Context: an optimization exercise on an open-source flow, tuned for small area, a short achievable clock period and few clock cycles per item. The choices shown serve that exercise and are no tape-out recipe.
RTL that was checked went through simulation tests only; none was proved equivalent to the original.
Only the layout flow was run in runs 1 and 3 to 7; the RTL was not checked for function there.
No driver is modelled on the clock port, so clocking that relies on it looks cheaper here than on a real chip.

**flow/run.sh**
```bash
#!/bin/bash
# Own layout flow: the standard flow (standard.sh, ORFS) with one change:
# the port buffers are the smallest buffer cell (every port still gets one).
# The make run writes its full output to a log of its own in this folder.
set -euo pipefail
here=$(pwd)
bash standard.sh \
  "BUFFER_PORTS_ARGS=-buffer_cell sky130_fd_sc_hd__buf_1" \
  finish > "$here/flow_make.log" 2>&1
```
**standard.sh**
```bash
#!/bin/bash
# synth_recipe.tcl (not shown) runs the flow's synth.tcl, then flattens the netlist and writes it again
# the make line also repeats each setting of config.mk as NAME=value (left out here)
make -C /OpenROAD-flow-scripts/flow DESIGN_CONFIG=/design/flow/config.mk WORK_HOME=/design/flow/orfs CLKGATE_MAP_FILE= SYNTH_SCRIPT=/design/flow/synth_recipe.tcl "${@:-finish}"
```
**config.mk**
```make
export PLATFORM = sky130hd
export DESIGN_NAME = atan
export DESIGN_NICKNAME = atan
export VERILOG_FILES = /design/flow/design.v
export SDC_FILE = /design/flow/constraint.sdc
export NUM_CORES = 4
export LEC_CHECK = 0
export ABC_AREA = 1
export CAP_MARGIN = 20
export CORE_MARGIN = 2
export CORE_UTILIZATION = 50
export SETUP_SLACK_MARGIN = 3
export SLEW_MARGIN = 20
```
**constraint.sdc**
```tcl
create_clock -name core_clock -period 6.0 [get_ports {clk}]
set_input_delay 1.2000 -clock core_clock [delete_from_list [all_inputs] [get_ports {clk}]]
set_output_delay 1.2000 -clock core_clock [all_outputs]
set_load 0.01 [all_outputs]
```
**design.v**
```verilog
module atan
(
    input                       clk         ,
    input                       rst_n       ,
    input                       trig        ,
    output                      vld         ,
    input       signed  [16:0]  para_in     ,
    output      signed  [11:0]  atany
);
reg         busy;
reg         vld_r;
reg  [8:1]  clr;     
reg  [18:0] x;
reg  [19:2] z;
reg  [2:0]  sc;      
reg  [11:1] acc;     
wire [8:0]  ct  = {clr, 1'b1};
wire [8:0]  h   = ct & ~{1'b0, ct[8:1]};      
always @(posedge clk or negedge rst_n)
    if (!rst_n) begin
        busy  <= 1'b0;
        vld_r <= 1'b0;
    end else begin
        busy  <= trig | (busy & ~clr[8]);
        vld_r <= busy & clr[8];
    end
assign vld = vld_r;
wire        s   = para_in[16];
wire [18:0] p4  = {para_in, 2'b00};
wire [18:0] y0  = s ? p4 + 19'd1024 : p4 - 19'd1024;
wire [18:0] x0  = s ? 19'd1024 - p4 : 19'd1024 + p4;
wire        d   = ~z[19];
wire [19:0] zf  = {z, 2'b00};
wire [18:0] xm  = {x[18:1] & {10'h3FF, ~clr}, 1'b0};
wire [19:0] zn  = {zf[18:0], 1'b0} + ({1'b0, xm} ^ {20{d}}) + d;
wire [18:0] za  = zf[18:0] ^ {19{zf[19]}};
wire [18:0] t1  = za >> 1;
wire [18:0] t2  = sc[0] ? t1 >> 2 : t1;
wire [18:0] t3  = sc[1] ? t2 >> 4 : t2;
wire [18:0] ty  = sc[2] ? t3 >> 8 : t3;
wire [18:0] xn  = x + ty + !d;
wire [11:0] k2  = ({12{h[0]}} & 12'd950) | ({12{h[1]}} & 12'd502) | ({12{h[2]}} & 12'd254)
                | {4'd0, h[3], h[4], h[5], h[6], h[7], h[8], 2'd0};
wire [11:1] accn = acc + (k2[11:1] & {11{d}});
always @(posedge clk) begin
    clr <= trig ? 8'd0 : {clr[7:1], 1'b1};
    sc  <= trig ? 3'd0 : sc + 3'd1;
    x   <= trig ? x0 : xn;
    z   <= trig ? {y0[18], y0[18:2]} : zn[19:2];
    acc <= trig ? (s ? 11'd1156 : 11'd1960) : accn;
end
wire        d9 = ~z[19];
wire [11:1] a1 = acc + 11'd1;
assign atany = {d9 ? a1 : acc, 1'b0};
endmodule
```
==> summary.txt, run 1 <==
slew at the pin closest to its max-slew limit 876 ps; WP data arrival 1800 ps; Avg Cell Area, Syn 6.11 sq um; final period utilization 50.1%; xor/xnor cell area share of the yosys netlist 7.80%; GRT Overall Usage 28.4%; Iter 0 DRT Violations 454; fmax 333 MHz; row cnt 40; clk_skew 8.48 ps; core area 12100 sq um; crit path cell chain buf_6 -> buf_6 -> inv_8 -> buf_6 -> nand4_1 -> nor3_2 -> xor2_1 -> inv_1 -> buf_2; Die ar. 13400 sq um; grt ovf 0; CP Launch Type flop; cell taking the most area after synthesis dfxtp_1; kind of critical path reg2out; Die H 116 microns; final wirelength 18.5 mm; Worst setup EP type output pin; post-detail-place hpwl 14.4 mm; Syn Inst Count 1025; Nets 1134; Synth Cell Area 6260 sq um; via/cell ratio 5.30; # DRC 0; Clock Pin Slew Worst Setup and Hold Paths 60 ps; synth top area cells dfxtp_1, nand2_1, ha_1, inv_1, nand3_1; Synth Net Count 1098; Compound-Gate Fraction of Synth Area 14.4%; async set-reset flop share out of synthesis 3.28%; warnings from Yosys 1; top-area cell type share of the netlist area 18.9%; Crit path max-delay family buffers and inverters; Final Worst Setup Slack 3000 ps; dpl ws 2600 ps; starting density of the core 51.7%; mux share of post-synthesis cell area 0.640%; hold buffers post-CTS 0; max-slew violation count 0; WP buf/inv 6; antenna violations before repair 0; Post-Synth Adder-Cell Area 11.0%; clock latency on the worst-skew pair 350 ps; RSZ-0062 raised after global routing yes; EDFF count, synth 0; chip width 116 microns; Syn-to-layout area delta 12.5%; Worst path max stage delay 340 ps; CP Data Required Time 4800 ps; share of post-route cells with drive strength above 1 7.88%; Sink Count 61; final setup vio count 0; simple-gate area share of the yosys netlist 36.2%; library cells used by synthesis 47; main flop type after synthesis dfxtp_1; Wirelength per Cell 15.0 microns; critical path's slowest cell dfxtp_4; most common library cells after synthesis nand2_1, inv_1, nor2_1, nand3_1, o21ai_0; Crit path top cell by count buf_6; status no timing/DRC/antenna violations; register bit total from synthesis 61; CTS tree done; I/O Buffers 31; H-tree depth 3; worst-path fanout max 6; Root Driver clkbuf_16; total negative slack 0 ps; largest net degree at the start of global routing 43; vias in the first global route 5967; detailed-route via count 6545; largest family of logic cells by synthesized area simple AND/OR/NAND/NOR gates; Seq/Total Area, Yosys 19.7%; HP Class reg2reg; Ports 33; CTS Buf Count 9; Worst slew margin 41.6%; ANT nets after route 0; maximum root-to-sink buffer count 2; Max-Cap Viols 0; first-pass GRT wire length 29.4 mm; most common cell in the netlist nand2_1; Hold Violations, Final 0; minimum clock period 3000 ps; antenna diode count 0; iteration count of the initial detailed-routing pass 5; GP Congestion 0.907
## logic make-up (layout without fill, tap and decap cells)
family,after synthesis,after routing
buffers and inverters,157,198
AO/OA/AOI/OAI,165,165
flip-flops,61,61
XOR/XNOR,54,54
adder cells (fa/ha/maj),53,53
multiplexers,4,4
other,1,1
AND/OR/NAND/NOR,530,530
## stage by stage
| step | utilization [%] | hold slack, ps | instances | area, sq um |
|---|---|---|---|---|
| after floorplan | - | 411 | 1025 | 6260 |
| after global placement | 53.1 | 449 | 1196 | 6430 |
| after detailed placement | 53.1 | 451 | 1196 | 6430 |
| after CTS | 56.6 | 460 | 1221 | 6850 |
| after global routing | 58.1 | 489 | 1234 | 7040 |
| final | 58.1 | 471 | 1234 | 7040 |
## tightest hold or removal path: cells and delay by family (launching register included)
family,cells,cell delay (ps)
buffers and inverters,1,30
AND/OR/NAND/NOR,1,70
flip-flops,1,340
## final timing paths
check / start / end / depth (start not counted) / slack (ps)
worst max register to register: z[19] / x[16] / 19 / 3090
min in group asynchronous: rst_n / vld_r / 1 / 620
worst min register to register: clr[8] / vld_r / 2 / 470
max in group asynchronous: rst_n / busy / 1 / 5260
worst min-delay path: clr[8] / vld_r / 2 / 470
worst max-delay path: z[19] / atany[10] / 9 / 3000
## cell usage in the layout, fill, tap and decap left out, drive strengths merged
cell type | synthesis | final
a21o | 5 | 5
a21oi | 57 | 57
a22oi | 2 | 2
a31oi | 4 | 4
a32o | 1 | 1
and2 | 2 | 2
buf | 20 | 54
bufinv | 0 | 1
clkbuf | 10 | 11
clkinv | 1 | 4
clkinvlp | 0 | 3
conb | 1 | 1
dfrtp | 2 | 2
dfxtp | 59 | 59
fa | 3 | 3
ha | 50 | 50
inv | 126 | 125
mux2i | 4 | 4
nand2 | 288 | 288
nand3 | 89 | 89
nand3b | 14 | 14
nand4 | 13 | 13
nor2 | 100 | 100
nor3 | 17 | 17
nor4 | 2 | 2
o211ai | 5 | 5
o21ai | 76 | 76
o21bai | 5 | 5
o22ai | 7 | 7
o31ai | 3 | 3
or2 | 5 | 5
xnor2 | 28 | 28
xor2 | 26 | 26
## flip-flops by register name, summed over array words and instances (netlist names)
signal and cells:
clr 8, sc 3, x 19, busy 1, vld_r 1, z 18
acc 11
## cell type report
class	instances	area [sq um]
clock buffer	10	229
clock inverter	6	63.8
fill	1303	5070
inverter	127	493
multi-input combinational	807	4470
sequential	61	1250
tap	168	210
timing repair buffer	55	323
## layer usage
metal  track usage [%]  part of all wire (%)  vias to the layer above
met5                 0                     0                        -
met4              8.65                   2.1                        0
met3              4.34                   4.7                       32
met2              43.9                    43                      163
met1              40.7                    50                     2929
li1                  -                     -                     3421
## timing repair
item                                    4_1_cts  5_1_grt
resized for setup                            20       26
hold endpoints to repair                      0        0
endpoints found under the setup margin       25       14
setup buffers                                 9       13
pin swaps                                     2        9
gates cloned                                  0        0
==> inputs of run 2 (changes only) <==
--- a/design.v
+++ b/design.v
@@ -12,7 +12,6 @@
 reg  [8:1]  clr;     
 reg  [18:0] x;
 reg  [19:2] z;
-reg  [2:0]  sc;      
 reg  [11:1] acc;     
 wire [8:0]  ct  = {clr, 1'b1};
 wire [8:0]  h   = ct & ~{1'b0, ct[8:1]};      
@@ -34,17 +33,21 @@
 wire [18:0] xm  = {x[18:1] & {10'h3FF, ~clr}, 1'b0};
 wire [19:0] zn  = {zf[18:0], 1'b0} + ({1'b0, xm} ^ {20{d}}) + d;
 wire [18:0] za  = zf[18:0] ^ {19{zf[19]}};
-wire [18:0] t1  = za >> 1;
-wire [18:0] t2  = sc[0] ? t1 >> 2 : t1;
-wire [18:0] t3  = sc[1] ? t2 >> 4 : t2;
-wire [18:0] ty  = sc[2] ? t3 >> 8 : t3;
+wire [33:0] ze  = {15'd0, za};
+reg  [18:0] ty;
+integer i, j;
+always @(*) begin
+    ty = 19'd0;
+    for (i = 0; i < 8; i = i + 1)
+        for (j = 0; j < 19; j = j + 1)
+            ty[j] = ty[j] | (h[i] & ze[j + 2*i + 1]);
+end
 wire [18:0] xn  = x + ty + !d;
 wire [11:0] k2  = ({12{h[0]}} & 12'd950) | ({12{h[1]}} & 12'd502) | ({12{h[2]}} & 12'd254)
                 | {4'd0, h[3], h[4], h[5], h[6], h[7], h[8], 2'd0};
 wire [11:1] accn = acc + (k2[11:1] & {11{d}});
 always @(posedge clk) begin
     clr <= trig ? 8'd0 : {clr[7:1], 1'b1};
-    sc  <= trig ? 3'd0 : sc + 3'd1;
     x   <= trig ? x0 : xn;
     z   <= trig ? {y0[18], y0[18:2]} : zn[19:2];
     acc <= trig ? (s ? 11'd1156 : 11'd1960) : accn;
==> flow/run.sh (replaced) <==
#!/bin/bash
# Own layout flow: the standard flow (standard.sh, ORFS) with two changes:
#  - the port buffers are the smallest buffer cell (every port still gets one);
#  - after the clock tree step's timing repair, cells on paths with slack are
#    sized down again (repair_timing -recover_power), keeping the setup margin.
# Each make run writes its full output to a log of its own in this folder.
set -euo pipefail
here=$(pwd)
bash standard.sh \
  "BUFFER_PORTS_ARGS=-buffer_cell sky130_fd_sc_hd__buf_1" \
  "POST_CTS_TCL=$here/flow/post_cts.tcl" \
  finish > "$here/flow_make.log" 2>&1
==> flow/post_cts.tcl (new file) <==
# Size down cells on paths that have slack to spare (area recovery), then
# legalize again.
log_cmd repair_timing -recover_power 100 -setup_margin $::env(SETUP_SLACK_MARGIN) -verbose
detailed_placement
--- a/config.mk
+++ b/config.mk
@@ -8,6 +8,6 @@
 export ABC_AREA = 1
 export CAP_MARGIN = 20
 export CORE_MARGIN = 2
-export CORE_UTILIZATION = 50
+export CORE_UTILIZATION = 40
 export SETUP_SLACK_MARGIN = 3
 export SLEW_MARGIN = 20
==> run 2 against run 1 <==
Against the previous run: sequential cell count down 3; clock skew up 2.3 ps; first-iteration DRC count down 4.4%; worst setup slack better by 110 ps; critical path depth shrank 2; synthesized area fell by 0.54%; critical endpoint is now atany[9].
==> summary.txt, run 2 <==
Clock Pin Slew Worst Setup and Hold Paths 50 ps; CTS tree done; top-area cell type share of the netlist area 18.0%; total negative slack 0 ps; Iter 0 DRT Violations 434; max reg flops 19; Setup crit end atany[9]; Top reg by flops x; final cell count without fillers 1250; RR Startpoint z[19]; status no timing/DRC/antenna violations; Critical R2R Capture x[15]; row cnt 45; chip width 129 microns; EDFF count, synth 0; Syn Inst Count 1021; Worst slew margin 51.3%; most common cell in the netlist nand2_1; GP Congestion 0.958; GRT Overall Usage 25.1%; most used routing layer in global routing met2; most frequent cells in the layout nand2_1, inv_1, nor2_1; Fill cells 1656; clock latency on the worst-skew pair 340 ps; Avg Cell Area, Syn 6.10 sq um; commonest non-fill, non-tap cell in the layout nand2_1; share of post-route cells with drive strength above 1 8.00%; post-detail-place hpwl 15.9 mm; biggest regs x x19, z x18, acc x11; Max-Cap Viols 0; first element of the critical path z[19]; library cells used by synthesis 51; final wirelength 20.2 mm; hold path cells 2; core area 15200 sq um; RSZ-0062 raised after global routing yes; met3 Use GR 5.28%; final period utilization 48.3%; most common library cells after synthesis nand2_1, inv_1, nor2_1, nand3_1, a21oi_1; largest net degree at the start of global routing 38; register area 1180 sq um; flop2flop setup slack 3140 ps; worst-path fanout max 15; Seq/Total Area, Yosys 18.8%; CP Data Required Time 4800 ps; clk_skew 10.7 ps; WP data arrival 1700 ps; placed cell count 1220; Sink Count 58; Hold Violations, Final 0; I/O Buffers 31; via/cell ratio 5.50; slew at the pin closest to its max-slew limit 727 ps; Syn-to-layout area delta 12.6%; first-pass GRT wire length 32.3 mm; Synth Net Count 1093; iteration count of the initial detailed-routing pass 5; grt ovf 0; minimum clock period 2900 ps; cell taking the most area after synthesis dfxtp_1; multi-input logic area 4510 sq um; CP Launch Type flop; vias in the first global route 6345; # DRC 0; Die H 129 microns; fmax 345 MHz; antenna diode count 0; GR Layer Usage met2 41.1%; worst r2r path cells 17; async set-reset flop share out of synthesis 3.45%; Die ar. 16600 sq um; Worst setup EP type output pin; Nets 1129; main flop type after synthesis dfxtp_1; HP Class reg2reg; met1 GRT Util 31.2%; ANT nets after route 0; register bit total from synthesis 58; Synth Cell Area 6230 sq um; Wirelength per Cell 16.1 microns; Ports 33; final setup vio count 0; max-slew violation count 0; detailed-route via count 6870; antenna violations before repair 0; warnings from Yosys 1; starting density of the core 41.0%; kind of critical path reg2out; synth top area cells dfxtp_1, nand2_1, ha_1, inv_1, nand3_1
-- run 2: cell count changes after synthesis, moves of 6 or more --
| cell | before | now |
|---|---|---|
| nand2_1 | 287 | 278 |
| o22ai_1 | 7 | 25 |
| a21oi_1 | 57 | 64 |
| or2_1 | 2 | 8 |
| o21ai_0 | 69 | 62 |
| buf_2 | 11 | 5 |
-- run 2: cell families (layout without fill, tap and decap cells) --
group,count (synthesis),count (layout),share of synthesized area (%)
DFF,58,58,18.8
other,1,1,0.0602
adders and majority gates,52,52,10.8
AOI/OAI and AO/OA,180,180,16.4
buffers and inverters,151,192,10.2
xor gates and xnor gates,44,44,6.61
and+or+nand+nor,535,535,37.1
-- run 2: per-stage QoR --
| stage | utilization (%) | hold slack [ps] | setup slack (ps) | instance area [sq um] |
|---|---|---|---|---|
| 2_1_floorplan | - | 411 | 3360 | 6230 |
| 3_3_place_gp | 42.4 | 435 | 2590 | 6440 |
| 3_5_place_dp | 42.4 | 456 | 2540 | 6440 |
| 5_1_grt | 46.1 | 480 | 2990 | 7010 |
| 6_report | 46.1 | 455 | 3100 | 7010 |
-- run 2: worst min path at each step --
stage / from / end / slack [ps]
after floorplan: clr[8] / vld_r / 410
after global placement: clr[8] / vld_r / 430
after detailed placement: clr[8] / vld_r / 460
after global routing: clr[8] / vld_r / 480
final: clr[8] / vld_r / 460
-- run 2: cell type report --
class | count | area share (%)
Tap cell | 188 | 3.36
Timing Repair inverter | 1 | 0.125
Multi-Input combinational cell | 812 | 64.3
Sequential cell | 58 | 16.9
Clock inverter | 5 | 0.750
Clock buffer | 11 | 3.61
Timing Repair Buffer | 46 | 3.82
Inverter | 129 | 7.16
-- run 2: critical path, stage by stage (launching register included) --
cell and delay, ps:
dfxtp_4 370, buf_6 180, inv_16 80, nand4_1 120, nor3_2 180, buf_4 140
xor2_1 130, buf_2 140
-- run 2: layer usage --
layer / vias up / wire (microns)
met1: 3130 / 8740
met2: 244 / 9290
met5: - / 0
li1: 3435 / -
met3: 61 / 1140
met4: 0 / 1010
Testbench counts of run 2, summed over its fixed seeds: cycles 24,008, items 2,400.
==> inputs of run 3 (changes only) <==
==> design.v (replaced) <==
module atan
(
    input                       clk         ,
    input                       rst_n       ,
    input                       trig        ,
    output                      vld         ,
    input       signed  [16:0]  para_in     ,
    output      signed  [11:0]  atany
);
reg         busy;
reg         vld_r;
reg  [2:0]  cnt;
reg  [18:0] x;
reg  [18:0] y;
reg  [8:0]  dsr;     
wire last = (cnt == 3'd7);
always @(posedge clk or negedge rst_n)
    if (!rst_n) begin
        busy  <= 1'b0;
        vld_r <= 1'b0;
    end else begin
        busy  <= trig | (busy & ~last);
        vld_r <= busy & last;
    end
assign vld = vld_r;
wire        s   = para_in[16];
wire [18:0] p4  = {para_in, 2'b00};
wire [18:0] y0  = s ? p4 + 19'd1024 : p4 - 19'd1024;
wire [18:0] x0  = s ? 19'd1024 - p4 : 19'd1024 + p4;
wire        d   = ~y[18];
wire [18:0] tx  = x >> (cnt + 4'd1);
wire signed [18:0] ys = y;
wire [18:0] ty  = ys >>> (cnt + 4'd1);
wire [17:0] yn  = y[17:0] + (tx[17:0] ^ {18{d}}) + d;
wire [18:0] xn  = x + (ty ^ {19{~d}}) + !d;
always @(posedge clk) begin
    cnt <= trig ? 3'd0 : cnt + 3'd1;
    x   <= trig ? x0 : xn;
    y   <= trig ? y0 : {yn[17], yn};
    dsr <= {dsr[7:0], trig ? s : d};
end
wire       d8 = ~y[18];
wire [9:0] y9 = y[9:0] + (x[18:9] ^ {10{d8}}) + d8;
wire       d9 = ~y9[9];
wire       sr = dsr[8];
wire [11:0] e0 = (sr ? 12'd2312 : 12'd3920) + (dsr[7] ? 12'd950 : 12'd0) + (dsr[6] ? 12'd502 : 12'd0)
               + (dsr[5] ? 12'd254 : 12'd0) + {4'd0, dsr[4:0], d8, 2'b00};
wire [11:0] e1 = e0 + 12'd2;
assign atany = d9 ? e1 : e0;
endmodule
==> run.sh (new file) <==
#!/bin/bash
# synth_recipe.tcl (not shown) runs the flow's synth.tcl, then flattens the netlist and writes it again
# the make line also repeats each setting of config.mk as NAME=value (left out here)
make -C /OpenROAD-flow-scripts/flow DESIGN_CONFIG=/design/flow/config.mk WORK_HOME=/design/flow/orfs CLKGATE_MAP_FILE= SYNTH_SCRIPT=/design/flow/synth_recipe.tcl finish
--- a/config.mk
+++ b/config.mk
@@ -5,9 +5,7 @@
 export SDC_FILE = /design/flow/constraint.sdc
 export NUM_CORES = 4
 export LEC_CHECK = 0
-export ABC_AREA = 1
 export CAP_MARGIN = 20
 export CORE_MARGIN = 2
 export CORE_UTILIZATION = 40
-export SETUP_SLACK_MARGIN = 3
 export SLEW_MARGIN = 20
removed: flow/run.sh
removed: flow/post_cts.tcl
removed: standard.sh
==> run 3 against run 2 <==
Against the previous run: still clean on timing, DRC and antenna; clock skew decreased by 4.2 ps; first-iteration DRC count down 40%; via count down 23%; worst setup slack got worse by 2800 ps; critical endpoint unchanged.
==> summary.txt, run 3 <==
flop2flop setup slack 960 ps; vias in the first global route 5080; register bit total from synthesis 52; Die ar. 17000 sq um; worst r2r path cells 17; Synth Net Count 882; Post-CTS Setup Repair Bufs 0; ANT nets after route 0; warnings from Yosys 1; core area 15800 sq um; chip width 131 microns; top-area cell type share of the netlist area 15.6%; Sink Count 52; status no timing/DRC/antenna violations; via/cell ratio 5.26; Wirelength per Cell 15.6 microns; CP Data Required Time 4800 ps; Root Driver clkbuf_16; CP Launch Type flop; GR Layer Usage met2 31.7%; Clock Pin Slew Worst Setup and Hold Paths 70 ps; maximum root-to-sink buffer count 2; share of post-route cells with drive strength above 1 6.08%; Synth Cell Area 6410 sq um; EDFF count, synth 0; GP Congestion 0.908; antenna diode count 0; register area 1050 sq um; async set-reset flop share out of synthesis 3.85%; Ports 33; row cnt 46; Max-Cap Viols 0; library cells used by synthesis 62; Hold Violations, Final 0; detailed-route via count 5283; WP data arrival 4480 ps; worst-path fanout max 5; Iter 0 DRT Violations 259; max-slew violation count 0; most used routing layer in global routing met2; kind of critical path reg2out; Worst setup EP type output pin; Nets 891; most frequent cells in the layout xnor2_1, nand2_1, ha_1; total negative slack 0 ps; antenna violations before repair 0; met3 Use GR 2.81%; commonest non-fill, non-tap cell in the layout xnor2_1; H-tree depth 2; biggest regs x x19, y x19, dsr x9; Avg Cell Area, Syn 8.23 sq um; final period utilization 94.6%; final wirelength 15.7 mm; fmax 176 MHz; HP Class reg2reg; first-pass GRT wire length 26.1 mm; Worst slew margin 51.0%; clock latency on the worst-skew pair 300 ps; # DRC 0; final setup vio count 0; synth top area cells dfxtp_1, ha_1, xnor2_1, mux2i_1, fa_1; multi-input logic area 5020 sq um; CTS Buf Count 5; grt ovf 0; hold buffers post-CTS 0; GRT Overall Usage 19.5%; minimum clock period 5680 ps; CTS tree done; Die H 131 microns; Syn-to-layout area delta 10.0%; Syn Inst Count 779; most common cell in the netlist xnor2_1; slew at the pin closest to its max-slew limit 735 ps; Core Util, Final 44.7%; I/O Buffers 31; clk_skew 6.50 ps; most common library cells after synthesis xnor2_1, nand2_1, ha_1, a21oi_1, o21ai_0; post-detail-place hpwl 12.6 mm; Fill cells 1596; Seq/Total Area, Yosys 16.4%; largest net degree at the start of global routing 79; met1 GRT Util 27.5%; Resize count post-CTS 0; iteration count of the initial detailed-routing pass 5; hold path cells 0; RSZ-0062 raised after global routing no; main flop type after synthesis dfxtp_1; starting density of the core 40.6%; cell taking the most area after synthesis dfxtp_1
## run 3: changes by cell type after synthesis, sizes merged, moves of 16 or more
cell | before | now
o22ai | 25 | 6
nor2 | 104 | 42
mux2i | 0 | 46
inv | 128 | 47
nand3 | 87 | 8
nand2 | 284 | 69
ha | 49 | 68
xnor2 | 23 | 90
a21o | 5 | 21
clkbuf | 6 | 26
## run 3: cells by family (layout without fill, tap and decap cells)
family | after synthesis | in the layout | share of synthesized area [%]
other cells | 1 | 1 | 0.0585
simple gates | 185 | 185 | 13.6
compound gates | 191 | 191 | 18.4
buf+inv | 87 | 97 | 5.33
fa+ha+maj | 83 | 83 | 18.0
mux | 65 | 65 | 12.5
flops | 52 | 52 | 16.4
xor+xnor | 115 | 115 | 15.7
## run 3: layer usage
layer  vias up  share of wire (%)
met3         9                3.6
li1       2743                  -
met4         0                1.2
met2        97                 46
met5         -                  0
met1      2434                 49
## run 3: per-stage QoR
| step | hold WS [ps] | std cells | area (sq um) | setup slack (ps) |
|---|---|---|---|---|
| after floorplan | 331 | 779 | 6410 | 1030 |
| after global placement | 336 | 997 | 6900 | 408 |
| after detailed placement | 340 | 997 | 6900 | 340 |
| after CTS | 349 | 1005 | 7040 | 7.52 |
| after global routing | 346 | 1005 | 7050 | 38.8 |
| final | 352 | 1005 | 7050 | 324 |
## run 3: path summary, 6_finish.rpt
kind                              from       end
worst min-delay path            dsr[0]    dsr[1]
worst max register to register  cnt[2]     x[18]
worst min register to register  dsr[0]    dsr[1]
min in group asynchronous        rst_n     vld_r
max in group asynchronous        rst_n      busy
worst max-delay path            dsr[8]  atany[9]
## run 3: final cells by class
type | count | area share [%]
Sequential cell | 52 | 14.9
Clock inverter | 1 | 0.124
Multi-Input combinational cell | 640 | 71.2
Clock buffer | 7 | 1.88
Tap cell | 216 | 3.83
Timing Repair Buffer | 41 | 5.47
Inverter | 48 | 2.56
## run 3: critical path, cell delays in order, from the launching register on
cell and delay [ps]:
dfxtp_1 310, inv_1 110, fa_1 510, inv_1 50, fa_1 510, inv_1 50
fa_1 460, ha_1 240, fa_1 400, a21oi_1 170, nor2_1 70, nor2_2 110
xnor2_1 100, nor3_1 140, and4_4 260, xor2_1 140, clkdlybuf4s50_1 540
==> inputs of run 4 (changes only) <==
--- a/config.mk
+++ b/config.mk
@@ -8,4 +8,5 @@
 export CAP_MARGIN = 20
 export CORE_MARGIN = 2
 export CORE_UTILIZATION = 40
+export SETUP_SLACK_MARGIN = 3.5
 export SLEW_MARGIN = 20
==> run 4 against run 3 <==
Against the previous run: critical path type unchanged; clock skew is 7.5 ps higher; routed wire length is 26% higher; hold slack worse by 0.61 ps; worst setup slack better by 420 ps; maximum frequency is 8.1% higher; synthesized cell count stayed put; via count is 15% higher; synthesized area stayed put; clock-buffer cell count stayed put.
==> summary.txt, run 4 <==
status no timing/DRC/antenna violations; hold buffers post-CTS 0; I/O Buffers 31; Die ar. 17000 sq um; Syn Inst Count 779; first-pass GRT wire length 30.4 mm; Max-Cap Viols 0; Hold Violations, Final 0; register bit total from synthesis 52; final period utilization 87.6%; total negative slack 0 ps; top-area cell type share of the netlist area 15.6%; WP data arrival 4050 ps; clock latency on the worst-skew pair 310 ps; Iter 0 DRT Violations 316; worst-path fanout max 4; iteration count of the initial detailed-routing pass 5; most used routing layer in global routing met2; EDFF count, synth 0; synth top area cells dfxtp_1, ha_1, xnor2_1, mux2i_1, fa_1; Crit path top cell by count fa_1; Die H 131 microns; main flop type after synthesis dfxtp_1; Synth Cell Area 6410 sq um; most frequent cells in the layout xnor2_1, buf_4, nand2_1; Syn-to-layout area delta 38.9%; biggest regs x x19, y x19, dsr x9; starting density of the core 40.6%; Sink Count 52; CTS tree done; register area 1070 sq um; Ports 33; Worst setup EP type output pin; GRT Overall Usage 22.7%; minimum clock period 5250 ps; met3 Use GR 2.69%; Avg Cell Area, Syn 8.23 sq um; H-tree depth 2; vias in the first global route 6017; Worst slew margin 41.3%; met1 GRT Util 30.0%; GR Layer Usage met2 38.8%; CTS Buf Count 5; RSZ-0062 raised after global routing yes; library cells used by synthesis 62; async set-reset flop share out of synthesis 3.85%; via/cell ratio 5.57; max-slew violation count 0; antenna violations before repair 0; HP Class reg2reg; Synth Net Count 882; CP Data Required Time 4800 ps; Worst path max stage delay 500 ps; most common cell in the netlist xnor2_1; slew at the pin closest to its max-slew limit 881 ps; commonest non-fill, non-tap cell in the layout xnor2_1; clk_skew 14.0 ps; grt ovf 0; chip width 131 microns; most common library cells after synthesis xnor2_1, nand2_1, ha_1, a21oi_1, o21ai_0; # DRC 0; post-detail-place hpwl 13.3 mm; GP Congestion 0.882; final hold slack 351 ps; final setup vio count 0; Clock Pin Slew Worst Setup and Hold Paths 60 ps; warnings from Yosys 1; kind of critical path reg2out; CP Launch Type flop; detailed-route via count 6095; antenna diode count 0; maximum root-to-sink buffer count 2; final wirelength 19.7 mm; Fill cells 1368; Nets 981; share of post-route cells with drive strength above 1 34.0%; multi-input logic area 5910 sq um; largest net degree at the start of global routing 48; crit path cell chain inv_4 -> fa_1 -> inv_1 -> fa_1 -> inv_1 -> fa_1 -> ha_2 -> fa_2 -> xor2_1 -> nand2_1 -> nor3_1 -> and4_4 -> nand3_4 -> xnor2_2 -> buf_2; row cnt 46; core area 15800 sq um; Seq/Total Area, Yosys 16.4%; ANT nets after route 0; fmax 190 MHz; Root Driver clkbuf_16; critical path's slowest cell fa_1; Wirelength per Cell 18.0 microns; cell taking the most area after synthesis dfxtp_1
run 4: cell counts after synthesis:
Identical to the previous run, type by type.
run 4: stage by stage:
step	cell area (sq um)	setup slack [ps]	std cells	util [%]
detailed placement	7100	597	994	45.0
global placement	7100	687	994	45.0
floorplan	6800	1310	779	-
finish	8900	747	1095	56.5
global route	8900	590	1095	56.5
CTS	8260	726	1062	52.4
run 4: cells by family after synthesis:
| kind of cell | Yosys count | synth area share (%) |
|---|---|---|
| compound gates | 191 | 18.4 |
| simple gates | 185 | 13.6 |
| xor+xnor | 115 | 15.7 |
| buf+inv | 87 | 5.33 |
| fa+ha+maj | 83 | 18.0 |
| mux | 65 | 12.5 |
| flops | 52 | 16.4 |
| other cells | 1 | 0.0585 |
run 4: worst paths after layout:
path	start	to	slack, ps	depth (start not counted)
hold / removal	dsr[0]	dsr[1]	350	0
hold reg to reg	dsr[0]	dsr[1]	350	0
min in group asynchronous	rst_n	vld_r	1060	1
max in group asynchronous	rst_n	busy	4830	1
setup reg to reg	cnt[1]	x[18]	1950	22
setup / recovery	dsr[8]	atany[11]	750	15
run 4: worst max-delay path, delay by kind of cell (launching register included):
family / cells / cell delay [ps]
fa+ha+maj: 5 / 1990
simple gates: 4 / 710
xor+xnor: 2 / 440
flops: 1 / 340
buf+inv: 4 / 280
run 4: cell type report:
type	count	area share [%]
multi-input combinational	640	66.4
timing repair buffer	131	14.3
sequential	52	12.1
tap	216	3.04
inverter	48	2.29
clock buffer	7	1.84
clock inverter	1	0.0984
run 4: what timing repair did:
| item | CTS | global route |
|---|---|---|
| buffers inserted | 57 | 33 |
| endpoints found under the setup margin | 47 | 47 |
| resized for setup | 164 | 81 |
| cloned | 3 | 0 |
| pin swaps | 59 | 77 |
| hold endpoints to repair | 0 | 0 |
run 4: metal layers:
| metal | vias up | share of wire, % |
|---|---|---|
| met1 | 2941 | 43 |
| met2 | 169 | 49 |
| met5 | - | 0 |
| li1 | 2936 | - |
| met4 | 0 | 3.0 |
| met3 | 49 | 4.5 |
==> inputs of run 5 (changes only) <==
--- a/config.mk
+++ b/config.mk
@@ -8,5 +8,5 @@
 export CAP_MARGIN = 20
 export CORE_MARGIN = 2
 export CORE_UTILIZATION = 40
-export SETUP_SLACK_MARGIN = 3.5
+export SETUP_SLACK_MARGIN = 2
 export SLEW_MARGIN = 20
==> run 5 against run 4 <==
Against the previous run: still clean; synthesized cell count unchanged; clock skew decreased by 11 ps; sequential cell count did not move; critical path depth rose by 2; clock-buffer cell count did not move.
==> summary.txt, run 5 <==
Hold Violations, Final 0; final wirelength 17.3 mm; grt ovf 0; antenna diode count 0; max-slew violation count 0; Fill cells 1577; WP data arrival 3970 ps; maximum root-to-sink buffer count 2; Iter 0 DRT Violations 277; chip width 131 microns; main flop type after synthesis dfxtp_1; H-tree depth 2; async set-reset flop share out of synthesis 3.85%; Root Driver clkbuf_16; most frequent cells in the layout xnor2_1, nand2_1, ha_1; antenna violations before repair 0; Worst slew margin 49.6%; Nets 928; Die ar. 17000 sq um; worst-path fanout max 3; Crit path max-delay family adder cells; Synth Net Count 882; CTS tree done; row cnt 46; Wirelength per Cell 16.6 microns; Crit path top cell by count fa_1; Ports 33; critical path's slowest cell fa_1; share of post-route cells with drive strength above 1 18.5%; RSZ-0062 raised after global routing yes; starting density of the core 40.6%; WP buf/inv 4; final setup vio count 0; Clock Pin Slew Worst Setup and Hold Paths 70 ps; vias in the first global route 5288; status no timing/DRC/antenna violations; largest net degree at the start of global routing 79; warnings from Yosys 1; crit path cell chain inv_4 -> fa_1 -> inv_1 -> fa_1 -> inv_1 -> fa_1 -> ha_2 -> fa_2 -> a21oi_2 -> nor2_1 -> nor2_2 -> o21bai_1 -> a21oi_2 -> xnor2_2 -> nand3_4 -> xnor2_2 -> buf_2; biggest regs x x19, y x19, dsr x9; post-detail-place hpwl 12.7 mm; total negative slack 0 ps; library cells used by synthesis 62; CP Data Required Time 4800 ps; via/cell ratio 5.44; Core Util, Final 48.8%; Final Worst Setup Slack 829 ps; Synth Cell Area 6410 sq um; Max-Cap Viols 0; final cell count without fillers 1042; clock latency on the worst-skew pair 310 ps; register bit total from synthesis 52; placed cell count 998; GRT Overall Usage 20.6%; GP Congestion 0.913; HP Class reg2reg; most common cell in the netlist xnor2_1; kind of critical path reg2out; flop2flop setup slack 2000 ps; Worst path max stage delay 490 ps; CP Launch Type flop; ANT nets after route 0; core area 15800 sq um; detailed-route via count 5666; CTS Buf Count 5; dpl ws 630 ps; iteration count of the initial detailed-routing pass 5; Sink Count 52; fmax 193 MHz; Worst setup EP type output pin; clk_skew 3.39 ps; minimum clock period 5170 ps; EDFF count, synth 0; cell taking the most area after synthesis dfxtp_1; slew at the pin closest to its max-slew limit 755 ps; final period utilization 86.2%; Syn-to-layout area delta 20.0%; commonest non-fill, non-tap cell in the layout xnor2_1; top-area cell type share of the netlist area 15.6%; Die H 131 microns; first-pass GRT wire length 27.4 mm; most common library cells after synthesis xnor2_1, nand2_1, ha_1, a21oi_1, o21ai_0; Seq/Total Area, Yosys 16.4%; I/O Buffers 31; Syn Inst Count 779; Avg Cell Area, Syn 8.23 sq um; # DRC 0; synth top area cells dfxtp_1, ha_1, xnor2_1, mux2i_1, fa_1
[run 5: changes by cell type in the layout (fill, tap and decap cells not counted), sizes merged]
| cell | change |
|---|---|
| clkinvlp | +2 |
| clkinv | -2 |
| buf | -55 |
| clkbuf | +1 |
| clkdlybuf4s50 | +1 |
[run 5: layout make-up]
type                            instances  area [sq um]  area share, %
Sequential cell                        52          1070           13.9
Inverter                               48           195           2.54
Clock inverter                          1          7.51         0.0976
Timing Repair Buffer                   78           721           9.37
Clock buffer                            7           143           1.86
Multi-Input combinational cell        640          5290           68.7
Tap cell                              216           270           3.52
[run 5: per-stage QoR]
step	instance area (sq um)	hold WS, ps
floorplan	6500	328
global placement	6970	336
detailed placement	6970	339
CTS	7400	354
global route	7690	360
finish	7690	352
[run 5: what timing repair did]
action	4_1_cts	5_1_grt
gates resized for setup	78	45
pin swaps	13	26
gates cloned	2	0
hold buffers	0	0
setup endpoints to repair	28	24
setup buffers	16	18
[run 5: worst paths after layout]
kind / start / end / cells past startpoint
max in group asynchronous: rst_n / vld_r / 1
min in group asynchronous: rst_n / busy / 1
min reg2reg: dsr[2] / dsr[3] / 0
max reg2reg: cnt[0] / x[18] / 16
max: dsr[8] / atany[11] / 17
min: dsr[2] / dsr[3] / 0
[run 5: per-layer routing]
metal  track usage (%)  part of all wire (%)  routed length (microns)
met1              28.7                    46                     7890
met2              32.9                    47                     8080
met3              2.97                   5.1                      879
met4              6.63                   2.7                      471
met5                 0                     0                        0
[run 5: kinds of logic (layout without fill, tap and decap cells)]
logic type,after synthesis,after routing,synth area share [%]
xor+xnor,115,115,15.7
mux,65,65,12.5
simple gates,185,185,13.6
flops,52,52,16.4
other cells,1,1,0.0585
fa+ha+maj,83,83,18.0
compound gates,191,191,18.4
buf+inv,87,134,5.33
[run 5: worst reg2reg max path, cell delays in order, from the launching register on]
cell and delay, ps:
dfxtp_4 370, ha_4 340, mux4_2 330, mux4_2 520, mux2i_2 250, inv_2 80, fa_2 390, a21o_1 170
a21oi_2 170, o21bai_1 110, a21oi_2 220, o311a_1 260, a211oi_4 60, a41o_1 210, a21oi_2 130, xor2_1 170
o21ai_1 70
==> inputs of run 6 (changes only) <==
==> design.v (replaced) <==
module atan
(
    input                       clk         ,
    input                       rst_n       ,
    input                       trig        ,
    output                      vld         ,
    input       signed  [16:0]  para_in     ,
    output      signed  [11:0]  atany
);
reg vld_r;
always @(posedge clk or negedge rst_n)
    if (!rst_n) vld_r <= 1'b0;
    else        vld_r <= trig;
assign vld = vld_r;
wire s = para_in[16];
wire [18:0] p4 = {para_in, 2'b00};
wire [18:0] y0 = s ? p4 + 19'd1024 : p4 - 19'd1024;
wire [18:0] x0 = s ? 19'd1024 - p4 : 19'd1024 + p4;
wire d0 = ~y0[18];
wire [18:0] tx0 = x0 >> 1;
wire [17:0] y1 = d0 ? y0[17:0] - tx0[17:0] : y0[17:0] + tx0[17:0];
wire signed [18:0] ys0 = y0;
wire [18:0] ty0 = ys0 >>> 1;
wire [18:0] x1 = d0 ? x0 + ty0 : x0 - ty0;
wire d1 = ~y1[17];
wire [18:0] tx1 = x1 >> 2;
wire [15:0] y2 = d1 ? y1[15:0] - tx1[15:0] : y1[15:0] + tx1[15:0];
wire signed [17:0] ys1 = y1;
wire [18:0] ty1 = {{1{y1[17]}}, ys1 >>> 2};
wire [18:0] x2 = d1 ? x1 + ty1 : x1 - ty1;
wire d2 = ~y2[15];
wire [18:0] tx2 = x2 >> 3;
wire [15:0] y3 = d2 ? y2[15:0] - tx2[15:0] : y2[15:0] + tx2[15:0];
wire signed [15:0] ys2 = y2;
wire [18:0] ty2 = {{3{y2[15]}}, ys2 >>> 3};
wire [18:0] x3 = d2 ? x2 + ty2 : x2 - ty2;
wire d3 = ~y3[15];
wire [18:0] tx3 = x3 >> 4;
wire [13:0] y4 = d3 ? y3[13:0] - tx3[13:0] : y3[13:0] + tx3[13:0];
wire signed [15:0] ys3 = y3;
wire [18:0] ty3 = {{3{y3[15]}}, ys3 >>> 4};
wire [18:0] x4 = d3 ? x3 + ty3 : x3 - ty3;
wire d4 = ~y4[13];
wire [18:0] tx4 = x4 >> 5;
wire [14:0] y5 = d4 ? {{1{y4[13]}}, y4} - tx4[14:0] : {{1{y4[13]}}, y4} + tx4[14:0];
wire signed [13:0] ys4 = y4;
wire [18:0] ty4 = {{5{y4[13]}}, ys4 >>> 5};
wire [18:0] x5 = d4 ? x4 + ty4 : x4 - ty4;
reg [18:0] xr;
reg [14:0] yr;
reg [5:0] dr;
always @(posedge clk) begin
    xr <= x5;
    yr <= y5;
    dr <= {s, d0, d1, d2, d3, d4};
end
wire sr = dr[5];
wire dq0 = dr[4];
wire dq1 = dr[3];
wire dq2 = dr[2];
wire dq3 = dr[1];
wire dq4 = dr[0];
wire [18:0] x5_b = xr;
wire [14:0] y5_b = yr;
wire d5 = ~y5_b[14];
wire [18:0] tx5 = x5_b >> 6;
wire [11:0] y6 = d5 ? y5_b[11:0] - tx5[11:0] : y5_b[11:0] + tx5[11:0];
wire signed [14:0] ys5 = y5_b;
wire [18:0] ty5 = {{4{y5_b[14]}}, ys5 >>> 6};
wire [18:0] x6 = d5 ? x5_b + ty5 : x5_b - ty5;
wire d6 = ~y6[11];
wire [18:0] tx6 = x6 >> 7;
wire [11:0] y7 = d6 ? y6[11:0] - tx6[11:0] : y6[11:0] + tx6[11:0];
wire signed [11:0] ys6 = y6;
wire [18:0] ty6 = {{7{y6[11]}}, ys6 >>> 7};
wire [18:0] x7 = d6 ? x6 + ty6 : x6 - ty6;
wire d7 = ~y7[11];
wire [18:0] tx7 = x7 >> 8;
wire [10:0] y8 = d7 ? y7[10:0] - tx7[10:0] : y7[10:0] + tx7[10:0];
wire signed [11:0] ys7 = y7;
wire [18:0] ty7 = {{7{y7[11]}}, ys7 >>> 8};
wire [18:0] x8 = d7 ? x7 + ty7 : x7 - ty7;
wire d8 = ~y8[10];
wire [18:0] tx8 = x8 >> 9;
wire [9:0] y9 = d8 ? y8[9:0] - tx8[9:0] : y8[9:0] + tx8[9:0];
wire d9 = ~y9[9];
assign atany = (sr ? 12'd2312 : 12'd3920) + (dq0 ? 12'd950 : 12'd0) + (dq1 ? 12'd502 : 12'd0) + (dq2 ? 12'd254 : 12'd0) + {4'd0, dq3, dq4, d5, d6, d7, d8, d9, 1'b0};
endmodule
--- a/config.mk
+++ b/config.mk
@@ -8,5 +8,4 @@
 export CAP_MARGIN = 20
 export CORE_MARGIN = 2
 export CORE_UTILIZATION = 40
-export SETUP_SLACK_MARGIN = 2
 export SLEW_MARGIN = 20
==> run 6 against run 5 <==
Against the previous run: the layout now fails its checks (setup timing); non-clock buffer count increased by 974; first-iteration DRC count grew to 4.1 times the previous value; critical path depth up 70; synthesized cell count grew to 3.0 times the previous value; critical endpoint is now xr[17]; global-route usage rose by 5.7 points; die area rose to 2.6 times the previous value; hold slack improved by 690 ps; routed wire length increased to 3.5 times the previous value; maximum frequency down 67%; via count rose to 3.6 times the previous value; utilization up 16 points.
==> summary.txt, run 6 <==
status failed layout checks; layout check faults setup timing; Worst slew margin 55.9%; final setup vio count 48; Wirelength per Cell 15.8 microns; Final Worst Setup Slack -9500 ps; register bit total from synthesis 41; Fill cells 3425; Synth Cell Area 17000 sq um; simple-gate area share of the yosys netlist 20.3%; CP Data Required Time 6170 ps; cell taking the most area after synthesis ha_1; post-detail-place hpwl 47.8 mm; Die ar. 44200 sq um; slew at the pin closest to its max-slew limit 657 ps; core area 41900 sq um; Synth Net Count 2659; Crit path top cell by count o21ai_2; minimum clock period 15500 ps; most common library cells after synthesis ha_1, xnor2_1, nor2_1, a21oi_1, inv_1; iteration count of the initial detailed-routing pass 6; total negative slack -365920 ps; Compound-Gate Fraction of Synth Area 23.5%; kind of critical path in2reg; Syn Inst Count 2319; worst-path fanout max 6; Clock Pin Slew Worst Setup and Hold Paths 70 ps; top-area cell type share of the netlist area 21.7%; most frequent cells in the layout buf_4, ha_1, xnor2_1; antenna diode count 0; starting density of the core 40.6%; CTS tree done; dpl ws -10040 ps; GRT Overall Usage 26.2%; Core Util, Final 64.9%; first-pass GRT wire length 96.9 mm; critical path's slowest cell or4b_4; warnings from Yosys 1; xor/xnor cell area share of the yosys netlist 20.1%; Post-Synth Adder-Cell Area 24.8%; max-slew violation count 0; max reg flops 19; Seq/Total Area, Yosys 4.85%; CTS Buf Count 5; fmax 64.5 MHz; HP Class in2async; largest net degree at the start of global routing 21; ANT nets after route 0; Die H 210 microns; Max-Cap Viols 0; most common cell in the netlist ha_1; EDFF count, synth 0; Iter 0 DRT Violations 1147; Hold Violations, Final 0; Ports 33; maximum root-to-sink buffer count 2; antenna violations before repair 0; Nets 3671; largest family of logic cells by synthesized area adder cells; WP data arrival 15670 ps; via/cell ratio 5.29; final wirelength 61.3 mm; Sink Count 41; final period utilization 258%; vias in the first global route 20715; Syn-to-layout area delta 59.9%; grt ovf 0; row cnt 75; main flop type after synthesis dfxtp_1; Avg Cell Area, Syn 7.34 sq um; Root Driver clkbuf_16; H-tree depth 2; # DRC 0; CP Launch Type primary input; library cells used by synthesis 98; I/O Buffers 31; RSZ-0062 raised after global routing yes; commonest non-fill, non-tap cell in the layout buf_4; GP Congestion 0.916; Worst setup EP type flop; final hold slack 1040 ps; Worst path max stage delay 500 ps; mux share of post-synthesis cell area 0.765%; synth top area cells ha_1, xnor2_1, xor2_1, a21oi_1, nor2_1; Top reg by flops xr; detailed-route via count 20483; async set-reset flop share out of synthesis 2.44%; biggest regs xr x19, yr x15, dr x6; chip width 210 microns; share of post-route cells with drive strength above 1 40.4%
-- run 6: worst paths after layout --
| path | start | end | slack [ps] | cells past startpoint |
|---|---|---|---|---|
| setup / recovery | para_in[1] | xr[17] | -9500 | 87 |
| hold / removal | rst_n | vld_r | 1040 | 1 |
| max in group asynchronous | rst_n | vld_r | 4860 | 1 |
| min in group core_clock | para_in[16] | dr[5] | 1350 | 2 |
-- run 6: metal layers --
layer | up-vias | GRT usage [%] | share of wire, %
met1 | 9674 | 31.4 | 43
met2 | 435 | 50.4 | 51
met3 | 152 | 1.10 | 3.0
li1 | 10222 | - | -
met4 | 0 | 7.46 | 3.3
met5 | - | 0 | 0
-- run 6: kinds of logic after synthesis --
kind of cell,count (synthesis)
AOI/OAI and AO/OA,619
xor gates and xnor gates,386
adders and majority gates,323
buffers and inverters,247
DFF,41
muxes,12
other,1
and+or+nand+nor,690
-- run 6: final cells by class --
type	instances	area, sq um	area share, %
clock buffer	6	139	0.510
tap	539	674	2.48
multi-input combinational	2031	16600	61.0
timing repair buffer	1052	8170	30.0
sequential	41	832	3.06
inverter	200	777	2.85
clock inverter	2	13.8	0.0506
-- run 6: critical path, delay by kind of cell --
kind | cells | cell delay, ps
AOI/OAI and AO/OA | 47 | 7500
adders and majority gates | 7 | 1900
xor gates and xnor gates | 10 | 1890
and+or+nand+nor | 12 | 1800
buffers and inverters | 10 | 1020
muxes | 1 | 290
-- run 6: timing repair --
action,CTS,global route
pin swaps,140,160
resized for setup,227,115
hold buffers,0,0
buffers inserted,125,54
setup endpoints to repair,48,48
-- run 6: through the flow --
| stage | area, sq um | cells |
|---|---|---|
| after floorplan | 17700 | 2319 |
| after global placement | 25000 | 3736 |
| after detailed placement | 25000 | 3736 |
| after CTS | 26600 | 3855 |
| after global routing | 27200 | 3871 |
| final | 27200 | 3871 |
==> inputs of run 7 (changes only) <==
==> design.v (replaced) <==
module atan
(
    input                       clk         ,
    input                       rst_n       ,
    input                       trig        ,
    output                      vld         ,
    input       signed  [16:0]  para_in     ,
    output      signed  [11:0]  atany
);
reg [2:0] v;
always @(posedge clk or negedge rst_n)
    if (!rst_n) v <= 3'd0;
    else        v <= {v[1:0], trig};
assign vld = v[2];
wire s0 = para_in[16];
wire [18:0] p4 = {para_in, 2'b00};
wire [18:0] y0 = s0 ? p4 + 19'd1024 : p4 - 19'd1024;
wire [18:0] x0 = s0 ? 19'd1024 - p4 : 19'd1024 + p4;
wire d0 = ~y0[18];
wire [18:0] tx0 = x0 >> 1;
wire [17:0] y1 = y0[17:0] + (tx0[17:0] ^ {18{d0}}) + d0;
wire signed [18:0] ys0 = y0;
wire [18:0] ty0 = ys0 >>> 1;
wire [18:0] x1 = x0 + (ty0 ^ {19{~d0}}) + !d0;
wire d1 = ~y1[17];
wire [18:0] tx1 = x1 >> 2;
wire [15:0] y2 = y1[15:0] + (tx1[15:0] ^ {16{d1}}) + d1;
wire signed [17:0] ys1 = y1;
wire [18:0] ty1 = {{1{y1[17]}}, ys1 >>> 2};
wire [18:0] x2 = x1 + (ty1 ^ {19{~d1}}) + !d1;
reg [18:0] xr1;
reg [15:0] yr1;
reg [2:0] dr1;
always @(posedge clk) begin
    xr1 <= x2;
    yr1 <= y2;
    dr1 <= {s0, d0, d1};
end
wire d2 = ~yr1[15];
wire [18:0] tx2 = xr1 >> 3;
wire [15:0] y3 = yr1[15:0] + (tx2[15:0] ^ {16{d2}}) + d2;
wire signed [15:0] ys2 = yr1;
wire [18:0] ty2 = {{3{yr1[15]}}, ys2 >>> 3};
wire [18:0] x3 = xr1 + (ty2 ^ {19{~d2}}) + !d2;
wire d3 = ~y3[15];
wire [18:0] tx3 = x3 >> 4;
wire [13:0] y4 = y3[13:0] + (tx3[13:0] ^ {14{d3}}) + d3;
wire signed [15:0] ys3 = y3;
wire [18:0] ty3 = {{3{y3[15]}}, ys3 >>> 4};
wire [18:0] x4 = x3 + (ty3 ^ {19{~d3}}) + !d3;
wire d4 = ~y4[13];
wire [18:0] tx4 = x4 >> 5;
wire [14:0] y5 = {{1{y4[13]}}, y4} + (tx4[14:0] ^ {15{d4}}) + d4;
wire signed [13:0] ys4 = y4;
wire [18:0] ty4 = {{5{y4[13]}}, ys4 >>> 5};
wire [18:0] x5 = x4 + (ty4 ^ {19{~d4}}) + !d4;
reg [18:0] xr2;
reg [14:0] yr2;
reg [5:0] dr2;
always @(posedge clk) begin
    xr2 <= x5;
    yr2 <= y5;
    dr2 <= {dr1[2], dr1[1], dr1[0], d2, d3, d4};
end
wire d5 = ~yr2[14];
wire [18:0] tx5 = xr2 >> 6;
wire [11:0] y6 = yr2[11:0] + (tx5[11:0] ^ {12{d5}}) + d5;
wire signed [14:0] ys5 = yr2;
wire [18:0] ty5 = {{4{yr2[14]}}, ys5 >>> 6};
wire [18:0] x6 = xr2 + (ty5 ^ {19{~d5}}) + !d5;
wire d6 = ~y6[11];
wire [18:0] tx6 = x6 >> 7;
wire [11:0] y7 = y6[11:0] + (tx6[11:0] ^ {12{d6}}) + d6;
wire signed [11:0] ys6 = y6;
wire [18:0] ty6 = {{7{y6[11]}}, ys6 >>> 7};
wire [18:0] x7 = x6 + (ty6 ^ {19{~d6}}) + !d6;
reg [18:0] xr3;
reg [11:0] yr3;
reg [7:0] dr3;
always @(posedge clk) begin
    xr3 <= x7;
    yr3 <= y7;
    dr3 <= {dr2[5], dr2[4], dr2[3], dr2[2], dr2[1], dr2[0], d5, d6};
end
wire d7 = ~yr3[11];
wire [18:0] tx7 = xr3 >> 8;
wire [10:0] y8 = yr3[10:0] + (tx7[10:0] ^ {11{d7}}) + d7;
wire signed [11:0] ys7 = yr3;
wire [18:0] ty7 = {{7{yr3[11]}}, ys7 >>> 8};
wire [18:0] x8 = xr3 + (ty7 ^ {19{~d7}}) + !d7;
wire d8 = ~y8[10];
wire [18:0] tx8 = x8 >> 9;
wire [9:0] y9 = y8[9:0] + (tx8[9:0] ^ {10{d8}}) + d8;
wire d9 = ~y9[9];
wire [11:0] e0 = (dr3[7] ? 12'd2312 : 12'd3920) + (dr3[6] ? 12'd950 : 12'd0) + (dr3[5] ? 12'd502 : 12'd0) + (dr3[4] ? 12'd254 : 12'd0)
               + {4'd0, dr3[3], dr3[2], dr3[1], dr3[0], d7, d8, 2'b00};
wire [11:0] e1 = e0 + 12'd2;
assign atany = d9 ? e1 : e0;
endmodule
--- a/config.mk
+++ b/config.mk
@@ -8,4 +8,5 @@
 export CAP_MARGIN = 20
 export CORE_MARGIN = 2
 export CORE_UTILIZATION = 40
+export SETUP_SLACK_MARGIN = 1
 export SLEW_MARGIN = 20
==> run 7 against run 6 <==
Against the previous run: synthesized cell count down 25%; critical path depth down 49; maximum frequency up 140%; utilization up 1.7 points; routed wire length down 24%; clock-buffer cell count up 12; cell area down 13%; hold slack worse by 720 ps; still fails the layout checks on setup timing; cell count down 24%; critical path type is now reg2reg; sequential share of layout area up 7.2 points.
==> summary.txt, run 7 <==
Post-Synth Adder-Cell Area 21.0%; largest family of logic cells by synthesized area XOR/XNOR gates; worst-path fanout max 5; Avg Cell Area, Syn 8.35 sq um; Iter 0 DRT Violations 603; Die ar. 38100 sq um; register area 2430 sq um; I/O Buffers 31; Worst path max stage delay 390 ps; Nets 2722; antenna violations before repair 1; warnings from Yosys 1; status failed layout checks; Root Driver clkbuf_16; register bit total from synthesis 120; GR Layer Usage met2 43.1%; largest net degree at the start of global routing 20; biggest regs xr1 x19, xr2 x19, xr3 x19; multi-input logic area 13800 sq um; CP Data Required Time 6370 ps; CP Launch Type flop; CTS Buf Count 17; Die H 195 microns; Sink Count 120; Wirelength per Cell 15.9 microns; fmax 152 MHz; chip width 195 microns; share of post-route cells with drive strength above 1 44.6%; top-area cell type share of the netlist area 17.7%; final period utilization 110%; Syn Inst Count 1750; minimum clock period 6570 ps; HP Start dr2[2]; final setup vio count 46; max-slew violation count 0; maximum root-to-sink buffer count 2; WP buf/inv 4; Synth Net Count 2000; met1 GRT Util 25.5%; commonest non-fill, non-tap cell in the layout buf_4; Ports 33; Hold Violations, Final 0; critical path's slowest cell dfxtp_4; Fill cells 2685; kind of critical path reg2reg; GRT Overall Usage 22.6%; clk_skew 8.19 ps; Crit path max-delay family compound AO/OA/AOI/OAI gates; mux share of post-synthesis cell area 0.651%; Clock Pin Slew Worst Setup and Hold Paths 60 ps; layout check faults setup timing; # DRC 0; grt ovf 0; EDFF count, synth 0; xor/xnor cell area share of the yosys netlist 25.9%; Final Worst Setup Slack -571 ps; detailed-route via count 15053; HP Class reg2reg; async set-reset flop share out of synthesis 2.50%; most used routing layer in global routing met2; cell taking the most area after synthesis xnor2_1; WP data arrival 6940 ps; Worst slew margin 55.3%; RR Startpoint yr1[15]; clock latency on the worst-skew pair 440 ps; Crit path top cell by count o21ai_2; Synth Cell Area 14600 sq um; Syn-to-layout area delta 62.9%; Worst setup EP type flop; core area 35700 sq um; slew at the pin closest to its max-slew limit 666 ps; synth top area cells xnor2_1, ha_1, dfxtp_1, xor2_1, a21oi_1; dpl ws -1290 ps; most common cell in the netlist xnor2_1; antenna diode count 0; starting density of the core 40.9%; GP Congestion 0.863; first-pass GRT wire length 70.4 mm; row cnt 69; most frequent cells in the layout buf_4, xnor2_1, ha_1; final wirelength 46.8 mm; hold buffers post-CTS 0; vias in the first global route 15007; CTS tree done; RSZ-0062 raised after global routing yes; first element of the critical path yr1[15]; H-tree depth 4; Compound-Gate Fraction of Synth Area 18.3%; main flop type after synthesis dfxtp_1; ANT nets after route 0; Max-Cap Viols 0; simple-gate area share of the yosys netlist 13.6%; via/cell ratio 5.11; most common library cells after synthesis xnor2_1, ha_1, xor2_1, dfxtp_1, a21oi_1; met3 Use GR 2.85%; post-detail-place hpwl 33.8 mm; library cells used by synthesis 75; iteration count of the initial detailed-routing pass 5; Seq/Total Area, Yosys 16.5%
[run 7: area by class of cell]
type                            instances  area share (%)
Tap cell                              461            2.42
Clock inverter                         14           0.699
Timing Repair Buffer                  737            25.1
Inverter                              116            1.90
Sequential cell                       120            10.2
Multi-Input combinational cell       1480            57.9
Clock buffer                           18            1.80
[run 7: worst register-to-register path: cells and delay by family (launching register included)]
| kind | cells | cell delay [ps] |
|---|---|---|
| AOI/OAI and AO/OA | 21 | 3230 |
| xor gates and xnor gates | 5 | 790 |
| adders and majority gates | 3 | 810 |
| buffers and inverters | 4 | 570 |
| DFF | 1 | 390 |
| and+or+nand+nor | 5 | 700 |
[run 7: routing by layer]
layer	up-vias	part of all wire, %	routed length [microns]
li1	7515	-	-
met1	7200	41	19000
met2	231	54	25100
met3	105	2.5	1170
met4	2	3.4	1600
met5	-	0.026	12
[run 7: timing repair]
action | in CTS | in global routing
setup endpoints to repair | 86 | 87
gates resized for setup | 283 | 218
endpoints found under the hold margin | 0 | 0
pin swaps | 152 | 174
setup buffers | 105 | 67
gates cloned | 0 | 1
[run 7: through the flow]
stage	cells	instance area, sq um	hold WS (ps)	setup TNS [ps]	utilization [%]
after floorplan	1750	15400	310	-4230	-
after global placement	2741	20000	312	-31350	55.9
after detailed placement	2741	20000	315	-36700	55.9
after CTS	2878	22200	323	-13230	62.2
after global routing	2946	23800	324	-29370	66.6
final	2946	23800	321	-15650	66.6
[run 7: cells by family (layout without fill, tap and decap cells)]
logic type,Yosys count,count (layout)
buf+inv,150,885
other cells,1,1
simple gates,404,404
xor+xnor,427,427
compound gates,409,409
flops,120,120
mux,9,9
fa+ha+maj,230,230
[run 7: path summary, 6_finish.rpt]
| path | slack (ps) | cells after the start | end |
|---|---|---|---|
| setup reg to reg | -570 | 38 | yr2[14] |
| hold / removal | 320 | 0 | dr3[4] |
| max in group asynchronous | 4940 | 1 | v[2] |
| min in group asynchronous | 930 | 1 | v[0] |
| hold reg to reg | 320 | 0 | dr3[4] |
| setup / recovery | -570 | 38 | yr2[14] |

## afterwards: timing with drivers on the ports
The flow's constraints put no driver on any port. The routed layouts listed below were extracted and timed again, unchanged, in two steps. Step 1 sets driving cells, clkbuf_16 on the clock port and buf_2 on the other inputs (assumed; they add their load-dependent delay and slew). Step 2 adds t to the input delays and takes it off the output delays; t is the mean of the earliest and latest rising clock arrival at the registers after step 1. Input paths then give back, and output paths get back, about the clock's delay inside the block. Slacks: ideal ports / drivers / drivers and shift; pairs: ideal ports / drivers.
run | shift t [ns] | setup WS [ns] | hold WS [ns]
run 1 | 0.384 | 2.995 / 2.954 / 2.794 | 0.471 / 0.471 / 0.471
run 2 | 0.382 | 3.104 / 3.060 / 2.762 | 0.455 / 0.455 / 0.455
run 3 | 0.347 | 0.324 / 0.277 / 0.623 | 0.352 / 0.352 / 0.352
run 4 | 0.347 | 0.747 / 0.703 / 1.049 | 0.351 / 0.351 / 0.351
run 5 | 0.348 | 0.829 / 0.786 / 1.135 | 0.352 / 0.352 / 0.352
run 6 | 0.340 | -9.498 / -9.493 / -9.832 | 1.039 / 1.035 / 1.375
run 7 | 0.488 | -0.571 / -0.571 / -0.949 | 0.321 / 0.321 / 0.321
The setup slack of run 7, which loses most, moves by 0.000 ns with the drivers and by -0.378 ns with both steps.
